From an optimization exercise on the open Yosys and OpenROAD flow, aimed at small area; shortcuts taken in it are not production practice.
Only simulation tests tie the RTL to the original design; equivalence was not proved.
Power is estimated from default activity; no workload was simulated.

==> 01-21 <==
Design buffered_cl_builder, start of the top module:
module buffered_cl_builder
#(
    parameter DATA_WIDTH = 32,
    parameter DATA_PER_CL = 16,
    parameter CL_WIDTH = 512,
    parameter EVICTION_POLICY = "ALL_ZEROS",
    parameter BUFFER_DEPTH = 8,
    parameter ALM_FULL_DIFF = 4
)
(
    input logic clk,
    input logic reset,
    input logic evict,
    input logic data_wr,
    input logic [DATA_WIDTH - 1 : 0 ] data_in,
    input logic cl_rd,
    output logic alm_full,
    output logic out_cl_valid,
    output logic [CL_WIDTH - 1 : 0 ] out_cl
);
    localparam NBIG = 4;                 
    localparam M    = 4;                 
    localparam SA   = 5;                 
    localparam SB   = 6;
    localparam NONE = 7;                 
    localparam NSLOT = 7;
    localparam QLEN = 6;                 
    logic [4:0] bn;                      
    logic [2:0] bslot;                   
    logic       close;
    assign close = bn[4] | evict;
    logic [2:0] count;                   
    logic       c1, c2;                  
    logic       rd;
    assign rd           = cl_rd & (count != 3'd0);
    assign out_cl_valid = (count != 3'd0);
    assign alm_full     = count[2];
    always_ff @(posedge clk) begin
        c1 <= close & ~reset;
        c2 <= c1 & ~reset;
        if (reset)
            count <= '0;
        else
  ...
==> module buffered_cl_builder, before the edit <==
module buffered_cl_builder
#(
    parameter DATA_WIDTH = 32,
    parameter DATA_PER_CL = 16,
    parameter CL_WIDTH = 512,
    parameter EVICTION_POLICY = "ALL_ZEROS",
    parameter BUFFER_DEPTH = 8,
    parameter ALM_FULL_DIFF = 4
)
(
    input logic clk,
    input logic reset,
    input logic evict,
    input logic data_wr,
    input logic [DATA_WIDTH - 1 : 0 ] data_in,
    input logic cl_rd,
    output logic alm_full,
    output logic out_cl_valid,
    output logic [CL_WIDTH - 1 : 0 ] out_cl
);
    localparam NBIG = 4;                 
    localparam M    = 4;                 
    localparam SA   = 5;                 
    localparam SB   = 6;
    localparam NONE = 7;                 
    localparam NSLOT = 7;
    localparam QLEN = 6;                 
    logic [4:0] bn;                      
    logic [2:0] bslot;                   
    logic       close;
    assign close = bn[4] | evict;
    logic [2:0] count;                   
    logic       c1, c2;                  
    logic       rd;
    assign rd           = cl_rd & (count != 3'd0);
    assign out_cl_valid = (count != 3'd0);
    assign alm_full     = count[2];
    always_ff @(posedge clk) begin
        c1 <= close & ~reset;
        c2 <= c1 & ~reset;
        if (reset)
            count <= '0;
        else
            count <= count + {2'b0, c2} - {2'b0, rd};
    end
    logic [DATA_WIDTH-1:0] big  [NBIG][DATA_PER_CL];
    logic [3:0]            big_n [NBIG];     
    logic [DATA_WIDTH-1:0] med  [3];
    logic [1:0]            med_n;            
    logic [DATA_WIDTH-1:0] sa, sb;
    logic [NSLOT-1:0] occ;               
    logic [2:0]       q [QLEN];
    logic [2:0]       qlen;
    logic [2:0]       head;
    assign head = q[0];
    logic [NSLOT-1:0] freed, avail, wen;
    logic             grow;              
    logic             need_slot;         
    logic [2:0]       ns;                
    logic [1:0]       need;              
    always_comb begin
        freed = '0;
        if (rd && head != NONE) freed[head] = 1'b1;
        grow = ~close & data_wr &
               ((bslot == NONE) ||
                ((bslot == SA || bslot == SB) && bn == 5'd1) ||
                (bslot == M && bn == 5'd3));
        need_slot = (close & data_wr) | grow;
        avail = ~occ | freed;
        if (grow && bslot != NONE) avail[bslot] = 1'b1;
        if (close || bslot == NONE)
            need = 2'd0;
        else if (bslot == M)
            need = 2'd2;
        else
            need = 2'd1;
        if (need == 2'd0 && avail[SA])
            ns = SA;
        else if (need == 2'd0 && avail[SB])
            ns = SB;
        else if (need != 2'd2 && avail[M])
            ns = M;
        else if (avail[0])
            ns = 3'd0;
        else if (avail[1])
            ns = 3'd1;
        else if (avail[2])
            ns = 3'd2;
        else
            ns = 3'd3;
        wen = '0;
        if (need_slot)
            wen[ns] = 1'b1;
        else if (data_wr && bslot != NONE)
            wen[bslot] = 1'b1;
    end
    logic [DATA_WIDTH-1:0] mv [3];
    always_comb begin
        case (bslot)
            3'd0: for (int i = 0; i < 3; i++) mv[i] = big[0][i];
            3'd1: for (int i = 0; i < 3; i++) mv[i] = big[1][i];
            3'd2: for (int i = 0; i < 3; i++) mv[i] = big[2][i];
            3'd3: for (int i = 0; i < 3; i++) mv[i] = big[3][i];
            3'd4: for (int i = 0; i < 3; i++) mv[i] = med[i];
            3'd5: begin mv[0] = sa; mv[1] = med[0]; mv[2] = med[1]; end
            default: begin mv[0] = sb; mv[1] = med[0]; mv[2] = med[1]; end
        endcase
    end
    always_ff @(posedge clk) begin
        if (reset) begin
            occ   <= '0;
            qlen  <= '0;
            bn    <= '0;
            bslot <= NONE;
        end
        else begin
            qlen <= qlen + {2'b0, close} - {2'b0, rd};
            occ  <= (occ & ~freed & ~((grow && bslot != NONE) ? (7'b1 << bslot) : 7'b0)) | wen;
            if (close) begin
                bn    <= {4'b0, data_wr};
                bslot <= data_wr ? ns : NONE;
            end
            else if (data_wr) begin
                bn <= bn + 5'd1;
                if (grow) bslot <= ns;
            end
        end
        for (int i = 0; i < QLEN; i++) begin
            if (close && (qlen - {2'b0, rd}) == i)
                q[i] <= (bn == 5'd0) ? NONE : bslot;
            else if (rd)
                q[i] <= (i == QLEN - 1) ? q[i] : q[i+1];
        end
        if (close) begin
            for (int s = 0; s < NBIG; s++)
                if (bslot == s) big_n[s] <= bn[3:0] - 4'd1;
            if (bslot == M) med_n <= bn[1:0] - 2'd1;
        end
        for (int s = 0; s < NBIG; s++) begin
            if (wen[s]) begin
                big[s][0] <= data_in;
                for (int i = 1; i < 4; i++) big[s][i] <= mv[i-1];
                for (int i = 4; i < DATA_PER_CL; i++) big[s][i] <= big[s][i-1];
            end
        end
        if (wen[M]) begin
            med[0] <= data_in;
            med[1] <= mv[0];
            med[2] <= mv[1];
        end
        if (wen[SA]) sa <= data_in;
        if (wen[SB]) sb <= data_in;
    end
    logic [3:0] head_n;                  
    logic       head_some;               
    always_comb begin
        head_some = 1'b1;
        case (head)
            3'd0: head_n = big_n[0];
            3'd1: head_n = big_n[1];
            3'd2: head_n = big_n[2];
            3'd3: head_n = big_n[3];
            3'd4: head_n = {2'b0, med_n};
            3'd5, 3'd6: head_n = 4'd0;
            default: begin head_n = 4'd0; head_some = 1'b0; end
        endcase
    end
    logic [NSLOT-1:0] hsel;
    logic [DATA_PER_CL-1:0] hmask;
    always_comb begin
        hsel = '0;
        if (head != NONE) hsel[head] = 1'b1;
        for (int i = 0; i < DATA_PER_CL; i++)
            hmask[i] = (i <= head_n);
    end
    always_comb begin
        for (int i = 0; i < DATA_PER_CL; i++) begin
            logic [DATA_WIDTH-1:0] w;
            w = '0;
            for (int s = 0; s < NBIG; s++)
                w = w | ({DATA_WIDTH{hsel[s] & hmask[i]}} & big[s][i]);
            if (i < 3) w = w | ({DATA_WIDTH{hsel[M] & hmask[i]}} & med[i % 3]);
            if (i == 0) w = w | ({DATA_WIDTH{hsel[SA]}} & sa) | ({DATA_WIDTH{hsel[SB]}} & sb);
            out_cl[i*DATA_WIDTH +: DATA_WIDTH] = w;
        end
    end
endmodule
==> flow/config.mk <==
export PLATFORM = sky130hd
export DESIGN_NAME = buffered_cl_builder
export DESIGN_NICKNAME = buffered_cl_builder
export VERILOG_FILES = /design/flow/design.v
export SDC_FILE = /design/flow/constraint.sdc
export NUM_CORES = 4
export LEC_CHECK = 0
export CAP_MARGIN = 20
export CORE_MARGIN = 2
export CORE_UTILIZATION = 50
export GPL_TIMING_DRIVEN = 0
export SETUP_SLACK_MARGIN = 0.1
export SLEW_MARGIN = 20
export SYNTH_MEMORY_MAX_BITS = 8192
==> flow/constraint.sdc <==
create_clock -name core_clock -period 6.0 [get_ports {clk}]
set_input_delay 1.2000 -clock core_clock [delete_from_list [all_inputs] [get_ports {clk}]]
set_output_delay 1.2000 -clock core_clock [all_outputs]
set_load 0.01 [all_outputs]
standard.sh (not shown) runs the stock make flow with config.mk's settings and CLKGATE_MAP_FILE= SYNTH_SCRIPT=/design/flow/synth_recipe.tcl, a recipe that flattens the netlist after the stock synthesis.
==> flow/flow/run.sh <==
#!/bin/bash
# Layout: the standard flow (standard.sh), with two changes:
#  - ports are buffered with sky130_fd_sc_hd__buf_1 (every input and output still gets a buffer)
#  - clock tree synthesis does not insert dummy loads, and clusters up to 20 sinks under clkbuf_8 leaf buffers
# standard.sh's make output goes to make_flow.log here; ORFS writes each step's log under orfs/logs.
set -euo pipefail
export BUFFER_PORTS_ARGS="-buffer_cell sky130_fd_sc_hd__buf_1"
export CTS_ARGS="-sink_clustering_enable -repair_clock_nets -dont_use_dummy_load -buf_list sky130_fd_sc_hd__clkbuf_8 -root_buf sky130_fd_sc_hd__clkbuf_16 -sink_clustering_size 20 -sink_clustering_max_diameter 60"
bash standard.sh finish > make_flow.log 2>&1
==> inputs of 10-22, as changes to 01-21 <==
--- a/flow/design.v
+++ b/flow/design.v
@@ -166,21 +166,18 @@
         endcase
     end
-    logic [NSLOT-1:0] hsel;
-    logic [DATA_PER_CL-1:0] hmask;
-    always_comb begin
-        hsel = '0;
-        if (head != NONE) hsel[head] = 1'b1;
-        for (int i = 0; i < DATA_PER_CL; i++)
-            hmask[i] = (i <= head_n);
-    end
     always_comb begin
         for (int i = 0; i < DATA_PER_CL; i++) begin
             logic [DATA_WIDTH-1:0] w;
-            w = '0;
-            for (int s = 0; s < NBIG; s++)
-                w = w | ({DATA_WIDTH{hsel[s] & hmask[i]}} & big[s][i]);
-            if (i < 3) w = w | ({DATA_WIDTH{hsel[M] & hmask[i]}} & med[i % 3]);
-            if (i == 0) w = w | ({DATA_WIDTH{hsel[SA]}} & sa) | ({DATA_WIDTH{hsel[SB]}} & sb);
-            out_cl[i*DATA_WIDTH +: DATA_WIDTH] = w;
+            case (head)
+                3'd0: w = big[0][i];
+                3'd1: w = big[1][i];
+                3'd2: w = big[2][i];
+                3'd3: w = big[3][i];
+                3'd4: w = (i < 3) ? med[i % 3] : '0;
+                3'd5: w = (i == 0) ? sa : '0;
+                3'd6: w = (i == 0) ? sb : '0;
+                default: w = '0;
+            endcase
+            out_cl[i*DATA_WIDTH +: DATA_WIDTH] = (head_some && i <= head_n) ? w : '0;
         end
     end
==> flow/run.sh (new file) <==
#!/bin/bash
# synth_recipe.tcl (not shown) runs the flow's synth.tcl, then flattens the netlist and writes it again
# the make line also repeats each setting of config.mk as NAME=value (left out here)
make -C /OpenROAD-flow-scripts/flow DESIGN_CONFIG=/design/flow/config.mk WORK_HOME=/design/flow/orfs CLKGATE_MAP_FILE= SYNTH_SCRIPT=/design/flow/synth_recipe.tcl finish
GPL_TIMING_DRIVEN = not set   (was 0)
SETUP_SLACK_MARGIN = not set   (was 0.1)
removed: flow/flow/run.sh
removed: flow/standard.sh
==> inputs of 10-11, as changes to 01-21 <==
==> flow/flow/run.sh (replaced) <==
#!/bin/bash
# Layout: the standard flow (standard.sh), with two changes:
#  - ports are buffered with sky130_fd_sc_hd__buf_1 (every input and output still gets a buffer)
#  - clock tree synthesis does not insert dummy loads, and clusters up to 16 sinks under clkbuf_8 leaf buffers
# standard.sh's make output goes to make_flow.log here; ORFS writes each step's log under orfs/logs.
set -euo pipefail
export BUFFER_PORTS_ARGS="-buffer_cell sky130_fd_sc_hd__buf_1"
export CTS_ARGS="-sink_clustering_enable -repair_clock_nets -dont_use_dummy_load -buf_list sky130_fd_sc_hd__clkbuf_8 -root_buf sky130_fd_sc_hd__clkbuf_16 -sink_clustering_size 16 -sink_clustering_max_diameter 50"
bash standard.sh finish > make_flow.log 2>&1
GPL_TIMING_DRIVEN = not set   (was 0)
SETUP_SLACK_MARGIN = 0.05   (was 0.1)
==> comparison table <==
| item | 10-11 | 10-22 | 01-21 |
|---|---|---|---|
| Result of the run | complete, no violations | complete, no violations | complete, no violations |
| Worst clock skew | 0.155 ns | 0.0263 ns | 0.149 ns |
| Topmost layer with routed signal wires | met4 | met5 | met4 |
| Die Span X | 416 µm | 418 µm | 416 µm |
| Slowest Stage Delay on Critical Path | 0.46 ns | 0.68 ns | 0.47 ns |
| Ratio of final minimum period to clock period | 0.925 | 0.974 | 0.973 |
| Leakage power | 29.7 nW | 30.2 nW | 30.6 nW |
| Share of post-route cells with drive strength above 1 | 0.0847 | 0.107 | 0.0894 |
| Number of core rows | 151 | 152 | 151 |
| Starting density of the core | 0.502 | 0.502 | 0.502 |
| Clock edge transition at the registers on the reported setup and hold paths | 0.10 ns | 0.06 ns | 0.11 ns |
| GR Util All Layers | 0.278 | 0.285 | 0.301 |
| Filler instances | 13302 | 12691 | 13171 |
| Simple-gate area share of the yosys netlist | 0.0456 | 0.0163 | 0.0456 |
| Via-to-Cell Ratio | 6.37 | 6.46 | 6.35 |

---

==> run P: inputs <==
==> flow/design.v <==
module buffered_cl_builder
#(
    parameter DATA_WIDTH = 32,
    parameter DATA_PER_CL = 16,
    parameter CL_WIDTH = 512,
    parameter EVICTION_POLICY = "ALL_ZEROS",
    parameter BUFFER_DEPTH = 8,
    parameter ALM_FULL_DIFF = 4
)
(
    input logic clk,
    input logic reset,
    input logic evict,
    input logic data_wr,
    input logic [DATA_WIDTH - 1 : 0 ] data_in,
    input logic cl_rd,
    output logic alm_full,
    output logic out_cl_valid,
    output logic [CL_WIDTH - 1 : 0 ] out_cl
);
    localparam NBIG = 4;                 
    localparam M    = 4;                 
    localparam SA   = 5;                 
    localparam SB   = 6;
    localparam NONE = 7;                 
    localparam NSLOT = 7;
    localparam QLEN = 6;                 
    logic [4:0] bn;                      
    logic [2:0] bslot;                   
    logic       close;
    assign close = bn[4] | evict;
    logic [2:0] count;                   
    logic       c1, c2;                  
    logic       rd;
    assign rd           = cl_rd & (count != 3'd0);
    assign out_cl_valid = (count != 3'd0);
    assign alm_full     = count[2];
    always_ff @(posedge clk) begin
        c1 <= close & ~reset;
        c2 <= c1 & ~reset;
        if (reset)
            count <= '0;
        else
            count <= count + {2'b0, c2} - {2'b0, rd};
    end
    logic [DATA_WIDTH-1:0] big  [NBIG][DATA_PER_CL];
    logic [3:0]            big_n [NBIG];     
    logic [DATA_WIDTH-1:0] med  [3];
    logic [1:0]            med_n;            
    logic [DATA_WIDTH-1:0] sa, sb;
    logic [NSLOT-1:0] occ;               
    logic [2:0]       q [QLEN];
    logic [2:0]       qlen;
    logic [2:0]       head;
    assign head = q[0];
    logic [NSLOT-1:0] freed, avail, wen;
    logic             grow;              
    logic             need_slot;         
    logic [2:0]       ns;                
    logic [1:0]       need;              
    always_comb begin
        freed = '0;
        if (rd && head != NONE) freed[head] = 1'b1;
        grow = ~close & data_wr &
               ((bslot == NONE) ||
                ((bslot == SA || bslot == SB) && bn == 5'd1) ||
                (bslot == M && bn == 5'd3));
        need_slot = (close & data_wr) | grow;
        avail = ~occ | freed;
        if (grow && bslot != NONE) avail[bslot] = 1'b1;
        if (close || bslot == NONE)
            need = 2'd0;
        else if (bslot == M)
            need = 2'd2;
        else
            need = 2'd1;
        if (need == 2'd0 && avail[SA])
            ns = SA;
        else if (need == 2'd0 && avail[SB])
            ns = SB;
        else if (need != 2'd2 && avail[M])
            ns = M;
        else if (avail[0])
            ns = 3'd0;
        else if (avail[1])
            ns = 3'd1;
        else if (avail[2])
            ns = 3'd2;
        else
            ns = 3'd3;
        wen = '0;
        if (need_slot)
            wen[ns] = 1'b1;
        else if (data_wr && bslot != NONE)
            wen[bslot] = 1'b1;
    end
    logic [DATA_WIDTH-1:0] mv [3];
    always_comb begin
        case (bslot)
            3'd0: for (int i = 0; i < 3; i++) mv[i] = big[0][i];
            3'd1: for (int i = 0; i < 3; i++) mv[i] = big[1][i];
            3'd2: for (int i = 0; i < 3; i++) mv[i] = big[2][i];
            3'd3: for (int i = 0; i < 3; i++) mv[i] = big[3][i];
            3'd4: for (int i = 0; i < 3; i++) mv[i] = med[i];
            3'd5: begin mv[0] = sa; mv[1] = med[0]; mv[2] = med[1]; end
            default: begin mv[0] = sb; mv[1] = med[0]; mv[2] = med[1]; end
        endcase
    end
    always_ff @(posedge clk) begin
        if (reset) begin
            occ   <= '0;
            qlen  <= '0;
            bn    <= '0;
            bslot <= NONE;
        end
        else begin
            qlen <= qlen + {2'b0, close} - {2'b0, rd};
            occ  <= (occ & ~freed & ~((grow && bslot != NONE) ? (7'b1 << bslot) : 7'b0)) | wen;
            if (close) begin
                bn    <= {4'b0, data_wr};
                bslot <= data_wr ? ns : NONE;
            end
            else if (data_wr) begin
                bn <= bn + 5'd1;
                if (grow) bslot <= ns;
            end
        end
        for (int i = 0; i < QLEN; i++) begin
            if (close && (qlen - {2'b0, rd}) == i)
                q[i] <= (bn == 5'd0) ? NONE : bslot;
            else if (rd)
                q[i] <= (i == QLEN - 1) ? q[i] : q[i+1];
        end
        if (close) begin
            for (int s = 0; s < NBIG; s++)
                if (bslot == s) big_n[s] <= bn[3:0] - 4'd1;
            if (bslot == M) med_n <= bn[1:0] - 2'd1;
        end
        for (int s = 0; s < NBIG; s++) begin
            if (wen[s]) begin
                big[s][0] <= data_in;
                for (int i = 1; i < 4; i++) big[s][i] <= mv[i-1];
                for (int i = 4; i < DATA_PER_CL; i++) big[s][i] <= big[s][i-1];
            end
        end
        if (wen[M]) begin
            med[0] <= data_in;
            med[1] <= mv[0];
            med[2] <= mv[1];
        end
        if (wen[SA]) sa <= data_in;
        if (wen[SB]) sb <= data_in;
    end
    logic [3:0] head_n;                  
    logic       head_some;               
    always_comb begin
        head_some = 1'b1;
        case (head)
            3'd0: head_n = big_n[0];
            3'd1: head_n = big_n[1];
            3'd2: head_n = big_n[2];
            3'd3: head_n = big_n[3];
            3'd4: head_n = {2'b0, med_n};
            3'd5, 3'd6: head_n = 4'd0;
            default: begin head_n = 4'd0; head_some = 1'b0; end
        endcase
    end
    logic [NSLOT-1:0] hsel;
    logic [DATA_PER_CL-1:0] hmask;
    always_comb begin
        hsel = '0;
        if (head != NONE) hsel[head] = 1'b1;
        for (int i = 0; i < DATA_PER_CL; i++)
            hmask[i] = (i <= head_n);
    end
    always_comb begin
        for (int i = 0; i < DATA_PER_CL; i++) begin
            logic [DATA_WIDTH-1:0] w;
            w = '0;
            for (int s = 0; s < NBIG; s++)
                w = w | ({DATA_WIDTH{hsel[s] & hmask[i]}} & big[s][i]);
            if (i < 3) w = w | ({DATA_WIDTH{hsel[M] & hmask[i]}} & med[i % 3]);
            if (i == 0) w = w | ({DATA_WIDTH{hsel[SA]}} & sa) | ({DATA_WIDTH{hsel[SB]}} & sb);
            out_cl[i*DATA_WIDTH +: DATA_WIDTH] = w;
        end
    end
endmodule
==> flow/flow/run.sh <==
#!/bin/bash
# Layout: the standard flow (standard.sh), with two changes:
#  - ports are buffered with sky130_fd_sc_hd__buf_1 (every input and output still gets a buffer)
#  - clock tree synthesis does not insert dummy loads, and clusters up to 20 sinks under clkbuf_8 leaf buffers
# standard.sh's make output goes to make_flow.log here; ORFS writes each step's log under orfs/logs.
set -euo pipefail
export BUFFER_PORTS_ARGS="-buffer_cell sky130_fd_sc_hd__buf_1"
export CTS_ARGS="-sink_clustering_enable -repair_clock_nets -dont_use_dummy_load -buf_list sky130_fd_sc_hd__clkbuf_8 -root_buf sky130_fd_sc_hd__clkbuf_16 -sink_clustering_size 20 -sink_clustering_max_diameter 60"
bash standard.sh finish > make_flow.log 2>&1
==> flow/standard.sh <==
#!/bin/bash
# synth_recipe.tcl (not shown) runs the flow's synth.tcl, then flattens the netlist and writes it again
# the make line also repeats each setting of config.mk as NAME=value (left out here)
make -C /OpenROAD-flow-scripts/flow DESIGN_CONFIG=/design/flow/config.mk WORK_HOME=/design/flow/orfs CLKGATE_MAP_FILE= SYNTH_SCRIPT=/design/flow/synth_recipe.tcl "${@:-finish}"
==> flow/config.mk <==
export PLATFORM = sky130hd
export DESIGN_NAME = buffered_cl_builder
export DESIGN_NICKNAME = buffered_cl_builder
export VERILOG_FILES = /design/flow/design.v
export SDC_FILE = /design/flow/constraint.sdc
export NUM_CORES = 4
export LEC_CHECK = 0
export CAP_MARGIN = 5
export CORE_MARGIN = 2
export CORE_UTILIZATION = 50
export SETUP_SLACK_MARGIN = 0.1
export SLEW_MARGIN = 5
export SYNTH_MEMORY_MAX_BITS = 8192
==> flow/constraint.sdc <==
create_clock -name core_clock -period 6.0 [get_ports {clk}]
set_input_delay 1.2000 -clock core_clock [delete_from_list [all_inputs] [get_ports {clk}]]
set_output_delay 1.2000 -clock core_clock [all_outputs]
set_load 0.01 [all_outputs]
==> run M: changes against run P <==
--- a/flow/design.v
+++ b/flow/design.v
@@ -166,21 +166,18 @@
         endcase
     end
-    logic [NSLOT-1:0] hsel;
-    logic [DATA_PER_CL-1:0] hmask;
-    always_comb begin
-        hsel = '0;
-        if (head != NONE) hsel[head] = 1'b1;
-        for (int i = 0; i < DATA_PER_CL; i++)
-            hmask[i] = (i <= head_n);
-    end
     always_comb begin
         for (int i = 0; i < DATA_PER_CL; i++) begin
             logic [DATA_WIDTH-1:0] w;
-            w = '0;
-            for (int s = 0; s < NBIG; s++)
-                w = w | ({DATA_WIDTH{hsel[s] & hmask[i]}} & big[s][i]);
-            if (i < 3) w = w | ({DATA_WIDTH{hsel[M] & hmask[i]}} & med[i % 3]);
-            if (i == 0) w = w | ({DATA_WIDTH{hsel[SA]}} & sa) | ({DATA_WIDTH{hsel[SB]}} & sb);
-            out_cl[i*DATA_WIDTH +: DATA_WIDTH] = w;
+            case (head)
+                3'd0: w = big[0][i];
+                3'd1: w = big[1][i];
+                3'd2: w = big[2][i];
+                3'd3: w = big[3][i];
+                3'd4: w = (i < 3) ? med[i % 3] : '0;
+                3'd5: w = (i == 0) ? sa : '0;
+                3'd6: w = (i == 0) ? sb : '0;
+                default: w = '0;
+            endcase
+            out_cl[i*DATA_WIDTH +: DATA_WIDTH] = (head_some && i <= head_n) ? w : '0;
         end
     end
==> flow/flow/run.sh (replaced) <==
#!/bin/bash
# Layout: the standard flow (standard.sh), with two changes:
#  - ports are buffered with sky130_fd_sc_hd__buf_1 (every input and output still gets a buffer)
#  - clock tree synthesis does not insert dummy loads, and clusters up to 30 sinks
# standard.sh's make output goes to make_flow.log here; ORFS writes each step's log under orfs/logs.
set -euo pipefail
export BUFFER_PORTS_ARGS="-buffer_cell sky130_fd_sc_hd__buf_1"
export CTS_ARGS="-sink_clustering_enable -repair_clock_nets -dont_use_dummy_load -buf_list sky130_fd_sc_hd__clkbuf_16 -sink_clustering_size 30 -sink_clustering_max_diameter 80"
bash standard.sh finish > make_flow.log 2>&1
Settings changed: CAP_MARGIN 5 to 20, SLEW_MARGIN 5 to 20.
==> run G: changes against run P <==
--- a/flow/design.v
+++ b/flow/design.v
@@ -166,21 +166,18 @@
         endcase
     end
-    logic [NSLOT-1:0] hsel;
-    logic [DATA_PER_CL-1:0] hmask;
-    always_comb begin
-        hsel = '0;
-        if (head != NONE) hsel[head] = 1'b1;
-        for (int i = 0; i < DATA_PER_CL; i++)
-            hmask[i] = (i <= head_n);
-    end
     always_comb begin
         for (int i = 0; i < DATA_PER_CL; i++) begin
             logic [DATA_WIDTH-1:0] w;
-            w = '0;
-            for (int s = 0; s < NBIG; s++)
-                w = w | ({DATA_WIDTH{hsel[s] & hmask[i]}} & big[s][i]);
-            if (i < 3) w = w | ({DATA_WIDTH{hsel[M] & hmask[i]}} & med[i % 3]);
-            if (i == 0) w = w | ({DATA_WIDTH{hsel[SA]}} & sa) | ({DATA_WIDTH{hsel[SB]}} & sb);
-            out_cl[i*DATA_WIDTH +: DATA_WIDTH] = w;
+            case (head)
+                3'd0: w = big[0][i];
+                3'd1: w = big[1][i];
+                3'd2: w = big[2][i];
+                3'd3: w = big[3][i];
+                3'd4: w = (i < 3) ? med[i % 3] : '0;
+                3'd5: w = (i == 0) ? sa : '0;
+                3'd6: w = (i == 0) ? sb : '0;
+                default: w = '0;
+            endcase
+            out_cl[i*DATA_WIDTH +: DATA_WIDTH] = (head_some && i <= head_n) ? w : '0;
         end
     end
==> flow/flow/run.sh (replaced) <==
#!/bin/bash
# Layout: the standard flow (standard.sh), with two changes:
#  - ports are buffered with sky130_fd_sc_hd__buf_1 (every input and output still gets a buffer)
#  - clock tree synthesis does not insert dummy loads, and clusters up to 30 sinks
# standard.sh's make output goes to make_flow.log here; ORFS writes each step's log under orfs/logs.
set -euo pipefail
export BUFFER_PORTS_ARGS="-buffer_cell sky130_fd_sc_hd__buf_1"
export CTS_ARGS="-sink_clustering_enable -repair_clock_nets -dont_use_dummy_load -buf_list sky130_fd_sc_hd__clkbuf_16 -sink_clustering_size 30 -sink_clustering_max_diameter 80"
bash standard.sh finish > make_flow.log 2>&1
Settings changed: CAP_MARGIN 5 to 20, CORE_UTILIZATION 50 to 58, SLEW_MARGIN 5 to 20.
==> run F: changes against run P <==
--- a/flow/design.v
+++ b/flow/design.v
@@ -166,21 +166,18 @@
         endcase
     end
-    logic [NSLOT-1:0] hsel;
-    logic [DATA_PER_CL-1:0] hmask;
-    always_comb begin
-        hsel = '0;
-        if (head != NONE) hsel[head] = 1'b1;
-        for (int i = 0; i < DATA_PER_CL; i++)
-            hmask[i] = (i <= head_n);
-    end
     always_comb begin
         for (int i = 0; i < DATA_PER_CL; i++) begin
             logic [DATA_WIDTH-1:0] w;
-            w = '0;
-            for (int s = 0; s < NBIG; s++)
-                w = w | ({DATA_WIDTH{hsel[s] & hmask[i]}} & big[s][i]);
-            if (i < 3) w = w | ({DATA_WIDTH{hsel[M] & hmask[i]}} & med[i % 3]);
-            if (i == 0) w = w | ({DATA_WIDTH{hsel[SA]}} & sa) | ({DATA_WIDTH{hsel[SB]}} & sb);
-            out_cl[i*DATA_WIDTH +: DATA_WIDTH] = w;
+            case (head)
+                3'd0: w = big[0][i];
+                3'd1: w = big[1][i];
+                3'd2: w = big[2][i];
+                3'd3: w = big[3][i];
+                3'd4: w = (i < 3) ? med[i % 3] : '0;
+                3'd5: w = (i == 0) ? sa : '0;
+                3'd6: w = (i == 0) ? sb : '0;
+                default: w = '0;
+            endcase
+            out_cl[i*DATA_WIDTH +: DATA_WIDTH] = (head_some && i <= head_n) ? w : '0;
         end
     end
==> flow/run.sh (new file) <==
#!/bin/bash
# synth_recipe.tcl (not shown) runs the flow's synth.tcl, then flattens the netlist and writes it again
# the make line also repeats each setting of config.mk as NAME=value (left out here)
make -C /OpenROAD-flow-scripts/flow DESIGN_CONFIG=/design/flow/config.mk WORK_HOME=/design/flow/orfs CLKGATE_MAP_FILE= SYNTH_SCRIPT=/design/flow/synth_recipe.tcl finish
Settings changed: ABC_AREA set to 1, CAP_MARGIN 5 to 20, CTS_BUF_LIST set to sky130_fd_sc_hd__clkbuf_4, CTS_CLUSTER_SIZE set to 20, SETUP_SLACK_MARGIN 0.1 to not set, SLEW_MARGIN 5 to 20.
removed: flow/flow/run.sh
removed: flow/standard.sh
==> qor summary <==
item	run F	run P	run M	run G
Status	complete, no violations	complete, no violations	complete, no violations	complete, no violations
Routed length on met1	113,200 um	97,460 um	102,000 um	104,900 um
Clock-pin slew on the worst setup and hold paths	60 ps	110 ps	110 ps	110 ps
Clock distribution area overhead in the final layout	6.578%	2.281%	2.948%	2.774%
Fraction of the mapped netlist area in compound gates	9.057%	12.65%	15.73%	15.73%
Most used cell along the critical path	-	a222oi_1	buf_4	buf_4
Chip Height	422.7 um	415.6 um	418.2 um	388.5 um
Clock insertion delay at the later pin of the skew report	1400 ps	830 ps	770 ps	770 ps
Portion of netlist area occupied by mux cells	0%	0.6277%	1.061%	1.061%
Number of global-route vias before repair	58,940	48,260	48,520	48,780
#MultiIn Comb	3,405	2,465	2,366	2,366
Die area	178,700 um^2	172,700 um^2	174,900 um^2	151,000 um^2
Top Metal Used	met5	met4	met5	met5
Met3 demand-to-capacity share in global routing	5.803%	3.740%	3.331%	5.773%
Number of buffers created by CTS	595	153	111	104
Combinational group power	13.1 mW	7.63 mW	11.1 mW	11.1 mW
Share of the yosys chip area belonging to registers	77.37%	80.07%	79.08%	79.08%
Area of all sequential standard cells	67,830 um^2	67,830 um^2	67,830 um^2	67,830 um^2
Final core utilization	60.65%	54.94%	55.11%	63.68%
Cell-internal power	29.36 mW	23.50 mW	25.18 mW	25.07 mW
Leak	33.50 nW	29.45 nW	26.91 nW	26.94 nW
Synthesized area	87,670 um^2	84,710 um^2	85,770 um^2	85,770 um^2
Num tapcells	2,325	2,218	2,233	1,930
Post-layout power	44.62 mW	34.36 mW	38.39 mW	38.16 mW

==> what the ideal ports hide <==
The results above use ideal ports. As a check the final layouts listed here were re-extracted and re-timed, cells and wires unchanged. Step 1 assumes that a clkbuf_16 drives the clock port and a buf_2 every other input. Step 2 adds t to the input delays and takes it off the output delays; t is the mean of the earliest and latest rising clock arrival at the registers after step 1. Input paths then give back, and output paths get back, about the clock's delay inside the block. a / b / c = no drivers / after step 1 / after step 2; a / b = the first two.
| run | t (ns) | slack for setup (ns) | pins driven straight from the clock port |
|---|---|---|---|
| 01-21 | 0.829 | 0.163 / 0.079 / 0.211 | 1 |
| 10-22 | 0.926 | 0.154 / 0.070 / 0.584 | 1 |
| 10-11 | 0.854 | 0.447 / 0.363 / 0.750 | 1 |
| run P | 0.862 | 0.411 / 0.321 / 0.742 | 1 |
| run M | 0.811 | 0.315 / 0.234 / 0.663 | 1 |
| run G | 0.808 | 0.295 / 0.213 / 0.992 | 1 |
| run F | 1.426 | 0.072 / -0.004 / 0.379 | 1 |
After both steps setup and hold are still met in every run listed.
